Source: an optimization exercise on an open RTL-to-GDS flow (aim: small area). Production flows keep margins and buffers that such runs may drop.
No run shown here included a check of the RTL's function; only the layout flow was run.
The flow treats the clock pin as an ideal source, which a real chip does not have.
Power and IR drop assume default switching activity.

File: flow/config.mk
export PLATFORM = sky130hd
export DESIGN_NAME = egcoding
export DESIGN_NICKNAME = egcoding
export VERILOG_FILES = /design/flow/design.v
export SDC_FILE = /design/flow/constraint.sdc
export NUM_CORES = 4
export LEC_CHECK = 0
export ABC_AREA = 1
export CAP_MARGIN = 20
export CORE_MARGIN = 2
export CORE_UTILIZATION = 40
export SLEW_MARGIN = 20
File: flow/constraint.sdc
create_clock -name core_clock -period 12.0 [get_ports {clk}]
set_input_delay 2.4000 -clock core_clock [delete_from_list [all_inputs] [get_ports {clk}]]
set_output_delay 2.4000 -clock core_clock [all_outputs]
set_load 0.01 [all_outputs]
File: flow/design.v
module egcoding(
	input wire clk,
	input wire rst,
	input wire rx,
	output wire tx
);
	localparam S_IDLE  = 4'd0;
	localparam S_RLEN  = 4'd1;
	localparam S_RDATA = 4'd2;
	localparam S_WRITE = 4'd3;
	localparam S_FETCH = 4'd4;
	localparam S_RUN   = 4'd5;
	localparam S_END   = 4'd6;
	localparam S_RESP  = 4'd8;
	localparam S_TX    = 4'd9;
	localparam S_CNT   = 4'd10;
	reg[3:0] state;
	reg[511:0] ra, rb;
	reg[5:0] ph;
	wire[7:0] ra_out = ra[511:504];
	wire[7:0] rb_out = rb[511:504];
	wire umode = state[3];    
	reg ubusy;
	reg[3:0] baud, bitn;      
	reg[7:0] sr;              
	reg bor;                  
	wire udone = ubusy && bitn == 4'd9 && baud == 4'd15;
	wire ushift = ubusy && bitn != 4'd0 && bitn != 4'd9 && baud == (umode ? 4'd15 : 4'd8);
	wire rxv = ubusy && !umode && bitn == 4'd8 && baud == 4'd9;
	wire rxend = udone && !umode;
	assign tx = !(ubusy && umode) || bitn == 4'd9 || (bitn != 4'd0 && (sr[0] ^ bor));
	reg[6:0] i;
	reg[6:0] len_in;
	reg mcomp;
	reg[7:0] cur;
	reg[3:0] p;       
	reg[3:0] bc;      
	reg zm;           
	reg dry;          
	wire[7:0] inc = rb_out + 8'd1;
	wire[7:0] ld = mcomp ? inc : rb_out;
	reg[2:0] msb;
	integer k;
	always @(*) begin
		msb = 3'd0;
		for (k = 1; k < 8; k = k + 1)
			if (ld[k]) msb = k;
	end
	wire cbit = cur[mcomp ? p[2:0] : bc[2:0]];
	wire ebit = cbit && !p[3];
	wire code_done = zm ? (p == 4'd1) : (cbit && p == 4'd0);
	wire used = mcomp ? p == 4'd15 : bc[2:0] == 3'd0;
	wire hit = ph == i[5:0];
	wire wslot = state == S_WRITE && hit;
	wire cnt = state == S_RUN && dry && (mcomp ? bc == 4'd0 : code_done);
	wire copy = state == S_RESP && dry;
	wire beyond = !len_in[6] && ph >= len_in[5:0];
	always @(posedge clk) begin
		ph <= ph + 6'd1;
		ra <= {ra[503:0], wslot ? cur : ra_out};
		rb <= {rb[503:0], copy ? (beyond ? {8{mcomp}} : ra_out) : rb_out};
	end
	always @(posedge clk) begin
		if (ubusy || cnt) begin
			baud <= baud + 4'd1;
			if (baud == 4'd15)
				bitn <= bitn + 4'd1;
			if (udone)
				ubusy <= 0;
		end else if (!rx) begin
			ubusy <= 1;
			baud <= 4'd1;
			bitn <= 4'd0;
		end
		if (ushift) begin
			sr <= {rx && !umode, sr[7:1]};
			bor <= bor && !sr[0];
		end
		case (state)
		S_IDLE: if (rxend) begin
			case (sr[1:0])
			2'd0: state <= S_RLEN;
			2'd1: begin
				dry <= 1;
				i <= 7'd0;
				bc <= 4'd0;
				p <= 4'd0;
				zm <= 0;
				bitn <= 4'd0;
				baud <= {3'd0, !mcomp};
				state <= S_FETCH;
			end
			default: begin
				mcomp <= !sr[0];
				dry <= 1;
				sr <= 8'd0;
				ubusy <= 1; baud <= 4'd0; bitn <= 4'd0; bor <= 0;
				state <= S_RESP;
			end
			endcase
		end
		S_RLEN: if (rxv) begin
			len_in <= sr[6:0];
			i <= 7'h7f;
			state <= S_RDATA;
		end
		S_RDATA: begin
			if (i == len_in) begin
				if (!ubusy || !bitn[3])
					state <= S_IDLE;
			end else if (rxv) begin
				cur <= sr;
				state <= S_WRITE;
			end
		end
		S_WRITE: if (wslot) begin
			i <= i + 7'd1;
			state <= S_RDATA;
		end
		S_RESP: if (udone)
			state <= S_IDLE;
		S_FETCH: begin
			if (i[6])
				state <= S_END;
			else if (hit) begin
				if (mcomp && rb_out == 8'hff)
					state <= S_END;
				else begin
					cur <= ld;
					if (mcomp)
						p <= {msb, 1'b0};
					i <= i + 7'd1;
					state <= S_RUN;
				end
			end
		end
		S_RUN: begin
			bc <= bc + 4'd1;
			if (mcomp) begin
				p <= p - 4'd1;
				if (!dry)
					sr <= {ebit, sr[7:1]};
				if (!dry && bc[2:0] == 3'd7) begin
					ubusy <= 1; baud <= 4'd0; bitn <= 4'd0; bor <= 0;
					state <= S_TX;
				end else if (p == 4'd0)
					state <= S_FETCH;
			end else begin
				if (!zm) begin
					if (cbit)
						zm <= 1;
					else
						p <= p + 4'd1;
				end else
					p <= p - 4'd1;
				if (!dry && (zm || cbit))
					sr <= {sr[6:0], cbit};
				if (code_done) begin
					zm <= 0;
					p <= 4'd0;
				end
				if (code_done && !dry) begin
					ubusy <= 1; baud <= 4'd0; bitn <= 4'd0; bor <= 1;
					state <= S_TX;
				end else if (bc[2:0] == 3'd7)
					state <= S_FETCH;
			end
		end
		S_TX: if (udone)
			state <= used ? S_FETCH : S_RUN;
		S_END: begin
			if (dry) begin
				sr <= {bitn, baud};
				ubusy <= 1; baud <= 4'd0; bitn <= 4'd0; bor <= 0;
				state <= S_CNT;
			end else if (!mcomp) begin
				ubusy <= 1; baud <= 4'd0; bitn <= 4'd0; bor <= 1;
				state <= S_RESP;
			end else if (bc == 4'd0)
				state <= S_IDLE;
			else begin
				bc <= bc + 4'd1;
				sr <= {1'b0, sr[7:1]};
				if (bc[2:0] == 3'd7) begin
					ubusy <= 1; baud <= 4'd0; bitn <= 4'd0; bor <= 0;
					state <= S_TX;
				end
			end
		end
		S_CNT: if (udone) begin
			if (dry) begin
				dry <= 0;
				ubusy <= 1; baud <= 4'd0; bitn <= 4'd0; bor <= 0;
			end else begin
				i <= 7'd0;
				bc <= 4'd0;
				p <= 4'd0;
				zm <= 0;
				state <= S_FETCH;
			end
		end
		default: state <= S_IDLE;
		endcase
		if (!rst) begin
			state <= S_IDLE;
			ubusy <= 0;
		end
	end
endmodule
File: flow/flow/run.sh
#!/bin/bash
# Standard layout with a custom clock tree (flow/cts_tree.tcl) in place of TritonCTS.
set -euo pipefail
export CT_LEAF=sky130_fd_sc_hd__clkbuf_8
export CT_LEAF_SIZE=24
export CT_MID=sky130_fd_sc_hd__clkbuf_16
export CT_MID_SIZE=8
bash standard.sh "PRE_CTS_TCL=$PWD/flow/cts_tree.tcl" finish > standard.log 2>&1
File: flow/flow/cts_tree.tcl
# Clock tree built in place of TritonCTS (sourced as the PRE_CTS hook).
# The flip-flops are split into compact clusters of nearly equal size by
# recursive bisection of their placement; each cluster gets one leaf buffer
# at its centre, the leaf buffers are grouped the same way under mid-level
# buffers, and one root buffer at the clock port drives the mid-level ones.
# Every flip-flop sees the same number of buffers between it and the port.

proc ct_env {name default} {
  if {[info exists ::env($name)] && $::env($name) ne ""} { return $::env($name) }
  return $default
}

set ct_leaf_master [ct_env CT_LEAF sky130_fd_sc_hd__clkbuf_4]
set ct_leaf_size   [ct_env CT_LEAF_SIZE 14]
set ct_mid_master  [ct_env CT_MID sky130_fd_sc_hd__clkbuf_16]
set ct_mid_size    [ct_env CT_MID_SIZE 20]
set ct_root_master [ct_env CT_ROOT sky130_fd_sc_hd__clkbuf_16]

set ct_db [ord::get_db]
set ct_block [ord::get_db_block]

# Items are {x y object}; returns k groups of near-equal size.
proc ct_split {items k} {
  if {$k <= 1 || [llength $items] <= 1} { return [list $items] }
  set xs {}; set ys {}
  foreach it $items { lappend xs [lindex $it 0]; lappend ys [lindex $it 1] }
  set xs [lsort -real $xs]; set ys [lsort -real $ys]
  set axis [expr {([lindex $xs end] - [lindex $xs 0]) >= ([lindex $ys end] - [lindex $ys 0]) ? 0 : 1}]
  set sorted [lsort -real -index $axis $items]
  set k1 [expr {$k / 2}]
  set k2 [expr {$k - $k1}]
  set n [llength $sorted]
  set n1 [expr {int(round(double($n) * $k1 / $k))}]
  return [concat [ct_split [lrange $sorted 0 [expr {$n1 - 1}]] $k1] \
                 [ct_split [lrange $sorted $n1 end] $k2]]
}

proc ct_centre {items} {
  set sx 0.0; set sy 0.0
  foreach it $items { set sx [expr {$sx + [lindex $it 0]}]; set sy [expr {$sy + [lindex $it 1]}] }
  set n [llength $items]
  return [list [expr {$sx / $n}] [expr {$sy / $n}]]
}

set ct_count 0
# Makes a buffer at the centre of items, drives every item's input terminal
# from it, and returns {x y input_iterm}.
proc ct_buffer {master_name items level} {
  global ct_db ct_block ct_count
  set master [$ct_db findMaster $master_name]
  set name "ctree_${level}_${ct_count}"
  incr ct_count
  set inst [odb::dbInst_create $ct_block $master $name]
  set c [ct_centre $items]
  set w [$master getWidth]
  set h [$master getHeight]
  $inst setLocation [expr {int([lindex $c 0] - $w / 2)}] [expr {int([lindex $c 1] - $h / 2)}]
  $inst setPlacementStatus PLACED
  set net [odb::dbNet_create $ct_block "clknet_${name}"]
  $net setSigType CLOCK
  foreach it $items {
    set term [lindex $it 2]
    $term disconnect
    $term connect $net
  }
  [$inst findITerm X] connect $net
  return [list [lindex $c 0] [lindex $c 1] [$inst findITerm A]]
}

set ct_clk [$ct_block findNet clk]
set ct_sinks {}
foreach term [$ct_clk getITerms] {
  set b [[$term getInst] getBBox]
  lappend ct_sinks [list [expr {([$b xMin] + [$b xMax]) / 2.0}] [expr {([$b yMin] + [$b yMax]) / 2.0}] $term]
}
set n_sinks [llength $ct_sinks]
set n_leaf [expr {int(ceil(double($n_sinks) / $ct_leaf_size))}]
set leaves {}
foreach group [ct_split $ct_sinks $n_leaf] {
  lappend leaves [ct_buffer $ct_leaf_master $group leaf]
}
set n_mid [expr {int(ceil(double([llength $leaves]) / $ct_mid_size))}]
set mids {}
foreach group [ct_split $leaves $n_mid] {
  lappend mids [ct_buffer $ct_mid_master $group mid]
}
set root [ct_buffer $ct_root_master $mids root]
[lindex $root 2] connect $ct_clk
puts "custom clock tree: $n_sinks sinks, $n_leaf leaf ($ct_leaf_master), $n_mid mid ($ct_mid_master), 1 root ($ct_root_master)"
global_connect

# The tree is built: keep the rest of cts.tcl, without TritonCTS.
rename clock_tree_synthesis ct_unused_clock_tree_synthesis
proc clock_tree_synthesis {args} { puts "clock_tree_synthesis skipped: custom tree" }
File: flow/standard.sh
#!/bin/bash
# synth_recipe.tcl (not shown) runs the flow's synth.tcl, then flattens the netlist and writes it again
# the make line also repeats each setting of config.mk as NAME=value (left out here)
make -C /OpenROAD-flow-scripts/flow DESIGN_CONFIG=/design/flow/config.mk WORK_HOME=/design/flow/orfs CLKGATE_MAP_FILE= SYNTH_SCRIPT=/design/flow/synth_recipe.tcl "${@:-finish}"
==> impl_metrics.env, run 1 <==
export IMPL_status="did not finish"
export IMPL_stop_error="Error: cts.tcl, 6 can't read \"ct_db\": no such variable"
export IMPL_rows=92
export IMPL_synth_top_cell_by_area="dfxtp_1"
export IMPL_synth_compound_area_share_pct=2.677
export IMPL_synth_area_top_cells="dfxtp_1 (83%), edfxtp_1 (3.9%), nand2_1 (2.6%)"
export IMPL_synth_cells=1732
export IMPL_die_width_um=255.9
export IMPL_syn_avg_cell_area_um2=14.65
export IMPL_synth_top_area_share_pct=82.99
export IMPL_ys_seq_area_share_pct=86.89
export IMPL_start_util_pct=40.38
export IMPL_gp_congestion=0.8212
export IMPL_dp_cells=2568
export IMPL_synth_top_family_by_area="simple AND/OR/NAND/NOR gates"
export IMPL_haltStage="clock tree synthesis"
export IMPL_io_buffers=3
export IMPL_synthAdderAreaFrac_pct=1.085
export IMPL_die_h_um=255.9
export IMPL_yosys_area_share_simple_pct=6.158
export IMPL_io_pins=4
export IMPL_yosys_warnings=1
export IMPL_synthXorXnorAreaFrac_pct=1.001
export IMPL_dp_hpwl_mm=21.86
export IMPL_synthMuxAreaShare_pct=0.3550
export IMPL_yosys_register_bits=1085
export IMPL_syn_area_um2=25380
export IMPL_synth_distinct_cells=43
export IMPL_synth_nets=1757
## power groups by stage
stage | registers (mW) | logic (mW) | clock network [mW]
after global placement | 3.75 | 0.129 | 0
after floorplan | 3.73 | 0.0887 | 0
after detailed placement | 3.75 | 0.128 | 0
## logic make-up after synthesis
family                   count (synthesis)
flip-flops                            1085
AND/OR/NAND/NOR                        352
AO/OA/AOI/OAI                          118
buffers and inverters                  118
XOR/XNOR                                29
adder cells (fa/ha/maj)                 22
multiplexers                             8
## synth_stat cells
master / count
inv_2: 6
o22ai_1: 8
nand3_2: 3
o21a_1: 4
ha_1: 22
nor2_1: 70
a31o_2: 1
or2_2: 3
buf_6: 2
o21bai_1: 5
nor3b_1: 1
nor4_2: 1
o21ai_0: 41
nand4_1: 15
o41ai_1: 1
nor3_1: 9
xor2_1: 20
a211oi_1: 1
xnor2_1: 9
nor2_2: 3
dfxtp_1: 1052
a21oi_1: 34
o221ai_1: 3
buf_4: 1
nor4b_1: 1
buf_2: 2
inv_1: 97
nand3_1: 56
nand2_1: 176
nor2b_1: 1
nor4_1: 3
o211ai_1: 4
nand3b_1: 1
a31oi_1: 11
edfxtp_1: 33
clkbuf_1: 10
mux2_2: 8
nor3_2: 1
nand2_2: 3
nand2_4: 4
nand3_4: 1
o2111ai_1: 3
o21ai_1: 2
## worst max-delay path by stage
stage / start / to / slack, ps / cells after the start
after floorplan: sr[0] / tx / 8590 / 3
after global placement: sr[0] / tx / 7890 / 4
after detailed placement: sr[0] / tx / 7890 / 4
## stage by stage
step	total power [mW]	area [µm²]	setup slack, ps
2_1_floorplan	3.821	25380	8595
3_3_place_gp	3.876	26410	7892
3_5_place_dp	3.875	26410	7890
==> run 2: changes to the inputs <==
==> flow/flow/run.sh (replaced) <==
#!/bin/bash
# Standard layout with a custom clock tree (flow/cts_tree.tcl) in place of TritonCTS.
set -euo pipefail
export CT_LEAF=sky130_fd_sc_hd__clkbuf_4
export CT_LEAF_SIZE=12
export CT_MID=sky130_fd_sc_hd__clkbuf_16
export CT_MID_SIZE=12
bash standard.sh "PRE_CTS_TCL=$PWD/flow/cts_tree.tcl" finish > standard.log 2>&1
==> run 2 against run 1 <==
- the run again fails in clock tree synthesis
- synthesized cell count did not move
- area after synthesis stayed put
==> impl_metrics.env, run 2 <==
export IMPL_ys_seq_area_share_pct=86.89
export IMPL_syn_avg_cell_area_um2=14.65
export IMPL_gp_congestion=0.8212
export IMPL_status="did not finish"
export IMPL_synth_top_area_share_pct=82.99
export IMPL_rows=92
export IMPL_io_buffers=3
export IMPL_synth_distinct_cells=43
export IMPL_async_reset_ff_share_pct=0
export IMPL_die_width_um=255.9
export IMPL_synth_area_top_cells="dfxtp_1 (83%), edfxtp_1 (3.9%), nand2_1 (2.6%)"
export IMPL_syn_area_um2=25380
export IMPL_stop_error="Error: cts.tcl, 6 can't read \"ct_db\": no such variable"
export IMPL_yosys_register_bits=1085
export IMPL_yosysMostFrequentCell="dfxtp_1"
export IMPL_ys_flop_type="dfxtp_1"
export IMPL_synth_top_cell_by_area="dfxtp_1"
export IMPL_yosys_warnings=1
export IMPL_dp_hpwl_mm=21.86
export IMPL_io_pins=4
export IMPL_synth_edff_count=33
export IMPL_die_h_um=255.9
export IMPL_synth_nets=1757
export IMPL_start_util_pct=40.38
export IMPL_synth_cells=1732
export IMPL_haltStage="clock tree synthesis"
export IMPL_synthTopCellsByCount="dfxtp_1 (1052), nand2_1 (176), inv_1 (97)"
-- run 2: cell counts after synthesis --
No cell type changed its count.
-- run 2: kinds of logic after synthesis --
group / count (synthesis) / share of synthesized area, %
XOR/XNOR: 29 / 1.001
flip-flops: 1085 / 86.89
multiplexers: 8 / 0.3550
AO/OA/AOI/OAI: 118 / 2.677
AND/OR/NAND/NOR: 352 / 6.158
adder cells (fa/ha/maj): 22 / 1.085
buffers and inverters: 118 / 1.829
-- run 2: power groups by stage --
stage	Combinational, mW	Sequential (mW)	Clock, mW
after global placement	0.129	3.75	0
after detailed placement	0.128	3.75	0
after floorplan	0.0887	3.73	0
-- run 2: per-stage QoR --
stage | hold WS [ps] | instances | setup WS, ps | util [%] | cell area, µm²
2_1_floorplan | 309.6 | 1732 | 8595 | - | 25380
3_3_place_gp | 310.0 | 2568 | 7892 | 42.02 | 26410
3_5_place_dp | 312.1 | 2568 | 7890 | 42.02 | 26410
-- run 2: worst max path at each step --
| stage | from | endpoint | slack [ps] | cells after the start |
|---|---|---|---|---|
| 3_5_place_dp | sr[0] | tx | 7890 | 4 |
| 3_3_place_gp | sr[0] | tx | 7890 | 4 |
| 2_1_floorplan | sr[0] | tx | 8590 | 3 |
